Context: an optimization exercise on an open-source flow, tuned for small area, a short achievable clock period and few clock cycles. The choices shown serve that exercise and are no tape-out recipe.
At most, simulation tests tie the RTL to the original design; equivalence was not proved.
No driver is modelled on the clock port, so clocking that relies on it looks cheaper here than on a real chip.
Power and IR drop assume default switching activity.

==> flow/design.v (excerpt) <==
module top(
    input clk,
    input rst,
    input [7:0] in_data,
    input in_valid,
    input storage_reset,
    output [11:0] out_data,
    output out_valid,
    output in_rdy,
    output [1:0] err_data,
    output err_valid
);
For scale: about 500 cells after synthesis, about 29 I/O pins, about 4600 µm² of cells after synthesis.
==> module sqrt, before the edit <==
module sqrt(
    input  [8:0]  rd_in,     
    input  [1:0]  yb,        
    input  [8:0]  ndiv,      
    input         zero_q,    
    input  [12:0] nrs_in,    
    input  [11:0] f_in,      
    output [8:0]  rd_out,
    output [12:0] nrs_out,
    output [1:0]  q,         
    output        b          
);
wire [9:0] t1 = {rd_in, yb[1]};
wire [9:0] d1;
wire       q1;
radd #(10) s1(.a(t1), .b({1'b1, ndiv}), .ci(1'b1), .s(d1), .co(q1));
wire [8:0] r1 = q1 ? d1[8:0] : t1[8:0];
wire [9:0] t2 = {r1, yb[0]};
wire [9:0] d2;
wire       q2;
radd #(10) s2(.a(t2), .b({1'b1, ndiv}), .ci(1'b1), .s(d2), .co(q2));
assign rd_out = q2 ? d2[8:0] : t2[8:0];
assign q = {q1, q2};
wire [14:0] nts = {nrs_in, ~(q1 & ~zero_q), ~(q2 & ~zero_q)};
wire [14:0] nds;
wire        lt;
radd #(15) s3(.a(nts), .b({1'b0, f_in, 2'b01}), .ci(1'b0), .s(nds), .co(lt));
assign b = ~lt;
assign nrs_out = lt ? nts[12:0] : nds[12:0];
endmodule
==> module top, before the edit <==
module top(
    input clk,
    input rst,
    input [7:0] in_data,
    input in_valid,
    input storage_reset,
    output [11:0] out_data,
    output out_valid,
    output in_rdy,
    output [1:0] err_data,
    output err_valid
);
reg  [7:0]  xq;
reg         vq;
reg         W;          
reg  [24:0] S;
reg  [8:0]  Nb;        
reg  [3:0]  st;         
reg         ov, rdy;
reg  [8:0]  Rd;
reg  [12:0] Rsb;       
reg  [11:0] F;
always @(posedge clk)
    xq <= in_data;
wire [24:0] Sn;
sqacc U1(.s(W ? S : 25'd0), .x(vq ? xq : 8'd0), .sn(Sn));
wire [8:0]  Nbn = (W ? Nb : 9'h1ff) - {8'd0, vq};
wire idle  = (st == 4'd0);
wire rnd   = (st == 4'd12);
wire start = idle & vq & ~in_valid;
wire [3:0] st_next = idle ? {3'd0, start} : (rnd ? 4'd0 : st + 4'd1);
always @(posedge clk or posedge rst) begin
    if (rst) begin
        vq  <= 1'b0;
        W   <= 1'b0;
        st  <= 4'd0;
        ov  <= 1'b0;
        rdy <= 1'b0;
    end else begin
        vq  <= in_valid;
        W   <= ~storage_reset;
        st  <= st_next;
        ov  <= rnd;
        rdy <= ~in_valid & (idle ? ~vq : rnd);    
    end
end
reg [1:0] yb;
always @(*) begin
    case (st)
        4'd0: yb = Sn[15:14];
        4'd1: yb = S[13:12];
        4'd2: yb = S[11:10];
        4'd3: yb = S[9:8];
        4'd4: yb = S[7:6];
        4'd5: yb = S[5:4];
        4'd6: yb = S[3:2];
        4'd7: yb = S[1:0];
        default: yb = 2'b00;
    endcase
end
wire [8:0]  rd_out;
wire [12:0] nrs_out;
wire [1:0]  q;
wire        b;
sqrt U0(
    .rd_in  (idle ? Sn[24:16] : Rd),
    .yb     (yb),
    .ndiv   (Nbn),       
    .zero_q (rnd),
    .nrs_in (Rsb),
    .f_in   (F),
    .rd_out (rd_out),
    .nrs_out(nrs_out),
    .q      (q),
    .b      (b)
);
wire       b0  = q[1] | q[0];
wire [1:0] rs0 = {q[1] & q[0], q[1] & ~q[0]};    
wire [11:0] fones;
assign fones[0] = 1'b1;
genvar gi;
generate
    for (gi = 1; gi < 12; gi = gi + 1) begin : fo
        assign fones[gi] = fones[gi-1] & F[gi-1];
    end
endgenerate
always @(posedge clk) begin
    S  <= Sn;
    Nb <= Nbn;
    Rd <= rd_out;
    Rsb <= idle ? {11'h7ff, ~rs0} : nrs_out;
    F  <= idle ? {11'd0, b0} : (rnd ? F ^ ({12{b}} & fones) : {F[10:0], b});
end
assign out_data  = F;
assign out_valid = ov;
assign in_rdy    = rdy;
assign err_data  = 2'b00;
assign err_valid = 1'b0;
endmodule
export LEC_CHECK = 0
export CAP_MARGIN = 20
export CORE_MARGIN = 2
export CORE_UTILIZATION = 40
export SLEW_MARGIN = 20
create_clock -name core_clock -period 100.0 [get_ports {clk}]
standard.sh (not shown) runs the stock make flow with config.mk's settings and CLKGATE_MAP_FILE= SYNTH_SCRIPT=/design/flow/synth_recipe.tcl, a recipe that flattens the netlist after the stock synthesis.
==> flow/flow/run.sh <==
#!/bin/bash
# The standard layout (the standard.sh) with these changes:
#  1. after the standard synthesis, flow/fa_polarity.py flips full-adder
#     cells (all inputs and outputs complemented, same function) to remove
#     inverters, and flow/remap.tcl re-maps the remaining combinational
#     logic for area with ABC's area mapper (flip-flops and full adders kept).
#     A netlist is used only if Yosys proves it equivalent to the standard
#     netlist (flow/equiv.ys); otherwise the previous one is kept;
#  2. plain buf_1 cells as the port buffers;
#  3. a one-level clock tree built by flow/clock_tree.tcl before CTS
#     (3 clkbuf_16, each driving a third of the flip-flops) instead of
#     TritonCTS's H-tree.
# Each tool's output goes to its own log file in this folder.
set -u
export FLOW_CLK_CELL=sky130_fd_sc_hd__clkbuf_16
RES=orfs/results/sky130hd/top/base
bash standard.sh synth > synth.log 2>&1 || exit 1
cp $RES/1_2_yosys.v 1_2_yosys.std.v
use=1_2_yosys.std.v
proven() {  # proven NETLIST LOG
  cp "$1" gate.v
  yosys -l "$2" -q flow/equiv.ys > /dev/null 2>&1 && grep -q "Equivalence successfully proven" "$2"
}
if python3 flow/fa_polarity.py --free-logic 1_2_yosys.std.v 1_2_yosys.fa.v > fa_polarity.log 2>&1 &&
   proven 1_2_yosys.fa.v equiv_fa.log; then
  use=1_2_yosys.fa.v
  if yosys -l remap.log -q -c flow/remap.tcl > /dev/null 2>&1 &&
     proven 1_2_yosys.remap.v equiv_remap.log; then
    use=1_2_yosys.remap.v
  fi
fi
echo "netlist used: $use" > netlist_used.log
if [ "$use" != 1_2_yosys.std.v ]; then
  cp $use $RES/1_2_yosys.v
  rm -f $RES/1_synth.odb $RES/1_synth.sdc
fi
bash standard.sh BUFFER_PORTS_ARGS="-buffer_cell sky130_fd_sc_hd__buf_1" \
  PRE_CTS_TCL="$PWD/flow/clock_tree.tcl" finish > standard.log 2>&1
Other scripts of this flow, unchanged in this note and not shown: flow/flow/clock_tree.tcl, flow/flow/equiv.ys, flow/flow/fa_polarity.py, flow/flow/remap.tcl
Change:
--- a/flow/design.v
+++ b/flow/design.v
@@ -23,11 +23,10 @@
     input         zero_q,    
     input  [12:0] nrs_in,    
     input  [11:0] f_in,      
     output [8:0]  rd_out,
     output [12:0] nrs_out,
-    output [1:0]  q,         
     output        b          
 );
 wire [9:0] t1 = {rd_in, yb[1]};
 wire [9:0] d1;
 wire       q1;
@@ -36,11 +35,10 @@
 wire [9:0] t2 = {r1, yb[0]};
 wire [9:0] d2;
 wire       q2;
 radd #(10) s2(.a(t2), .b({1'b1, ndiv}), .ci(1'b1), .s(d2), .co(q2));
 assign rd_out = q2 ? d2[8:0] : t2[8:0];
-assign q = {q1, q2};
 wire [14:0] nts = {nrs_in, ~(q1 & ~zero_q), ~(q2 & ~zero_q)};
 wire [14:0] nds;
 wire        lt;
 radd #(15) s3(.a(nts), .b({1'b0, f_in, 2'b01}), .ci(1'b0), .s(nds), .co(lt));
 assign b = ~lt;
@@ -72,11 +70,11 @@
     xq <= in_data;
 wire [24:0] Sn;
 sqacc U1(.s(W ? S : 25'd0), .x(vq ? xq : 8'd0), .sn(Sn));
 wire [8:0]  Nbn = (W ? Nb : 9'h1ff) - {8'd0, vq};
 wire idle  = (st == 4'd0);
-wire rnd   = (st == 4'd12);
+wire rnd   = (st == 4'd13);
 wire start = idle & vq & ~in_valid;
 wire [3:0] st_next = idle ? {3'd0, start} : (rnd ? 4'd0 : st + 4'd1);
 always @(posedge clk or posedge rst) begin
     if (rst) begin
         vq  <= 1'b0;
@@ -93,53 +91,41 @@
     end
 end
 reg [1:0] yb;
 always @(*) begin
     case (st)
-        4'd0: yb = Sn[15:14];
-        4'd1: yb = S[13:12];
-        4'd2: yb = S[11:10];
-        4'd3: yb = S[9:8];
-        4'd4: yb = S[7:6];
-        4'd5: yb = S[5:4];
-        4'd6: yb = S[3:2];
-        4'd7: yb = S[1:0];
+        4'd1: yb = S[15:14];
+        4'd2: yb = S[13:12];
+        4'd3: yb = S[11:10];
+        4'd4: yb = S[9:8];
+        4'd5: yb = S[7:6];
+        4'd6: yb = S[5:4];
+        4'd7: yb = S[3:2];
+        4'd8: yb = S[1:0];
         default: yb = 2'b00;
     endcase
 end
 wire [8:0]  rd_out;
 wire [12:0] nrs_out;
-wire [1:0]  q;
 wire        b;
 sqrt U0(
-    .rd_in  (idle ? Sn[24:16] : Rd),
+    .rd_in  (Rd),
     .yb     (yb),
-    .ndiv   (Nbn),       
+    .ndiv   (Nb),
     .zero_q (rnd),
     .nrs_in (Rsb),
     .f_in   (F),
     .rd_out (rd_out),
     .nrs_out(nrs_out),
-    .q      (q),
     .b      (b)
 );
-wire       b0  = q[1] | q[0];
-wire [1:0] rs0 = {q[1] & q[0], q[1] & ~q[0]};    
-wire [11:0] fones;
-assign fones[0] = 1'b1;
-genvar gi;
-generate
-    for (gi = 1; gi < 12; gi = gi + 1) begin : fo
-        assign fones[gi] = fones[gi-1] & F[gi-1];
-    end
-endgenerate
 always @(posedge clk) begin
     S  <= Sn;
     Nb <= Nbn;
-    Rd <= rd_out;
-    Rsb <= idle ? {11'h7ff, ~rs0} : nrs_out;
-    F  <= idle ? {11'd0, b0} : (rnd ? F ^ ({12{b}} & fones) : {F[10:0], b});
+    Rd <= idle ? Sn[24:16] : rd_out;
+    Rsb <= idle ? 13'h1fff : nrs_out;
+    F  <= idle ? 12'd0 : (rnd ? F + {11'd0, b} : {F[10:0], b});
 end
 assign out_data  = F;
 assign out_valid = ov;
 assign in_rdy    = rdy;
 assign err_data  = 2'b00;
- The changed run passed the timing, DRC and antenna checks
- critical path depth does not change
- final cell count stays flat
- synthesized area is lower by 0.65%
- hold slack stays flat
- setup slack hardly moves
- power is lower by 4.6%
- via count is lower by 3.5%
- final area is lower by 1.1%
Testbench counts after the change, summed over its fixed seeds: cycles 9,702.
Function not checked in the first run of this note: the RTL went through the layout flow alone.

-- separate check: timing with driven ports --
Ports are ideal in the flow. The routed layouts listed here were re-timed in OpenROAD.
Step 1 assumes that a clkbuf_16 drives the clock port and a buf_2 every other input.
Step 2, shift: input delay + t, output delay - t, t = (earliest + latest rising clock arrival at the registers) / 2. This alone moves slack from input paths to output paths.
a / b / c = no drivers / after step 1 / after step 2; a / b = the first two.
run | t, ns | setup slack, ns | worst setup path after step 2 | slew at the worst register clock pin (ns) | cell pins on the clock port's net
the first run | 0.228 | 79.196 / 79.133 / 79.361 | register to output | 0.11 / 0.11 | 3
the second run | 0.230 | 79.196 / 79.132 / 79.363 | register to output | 0.11 / 0.11 | 3
After both steps every run listed still meets setup and hold.
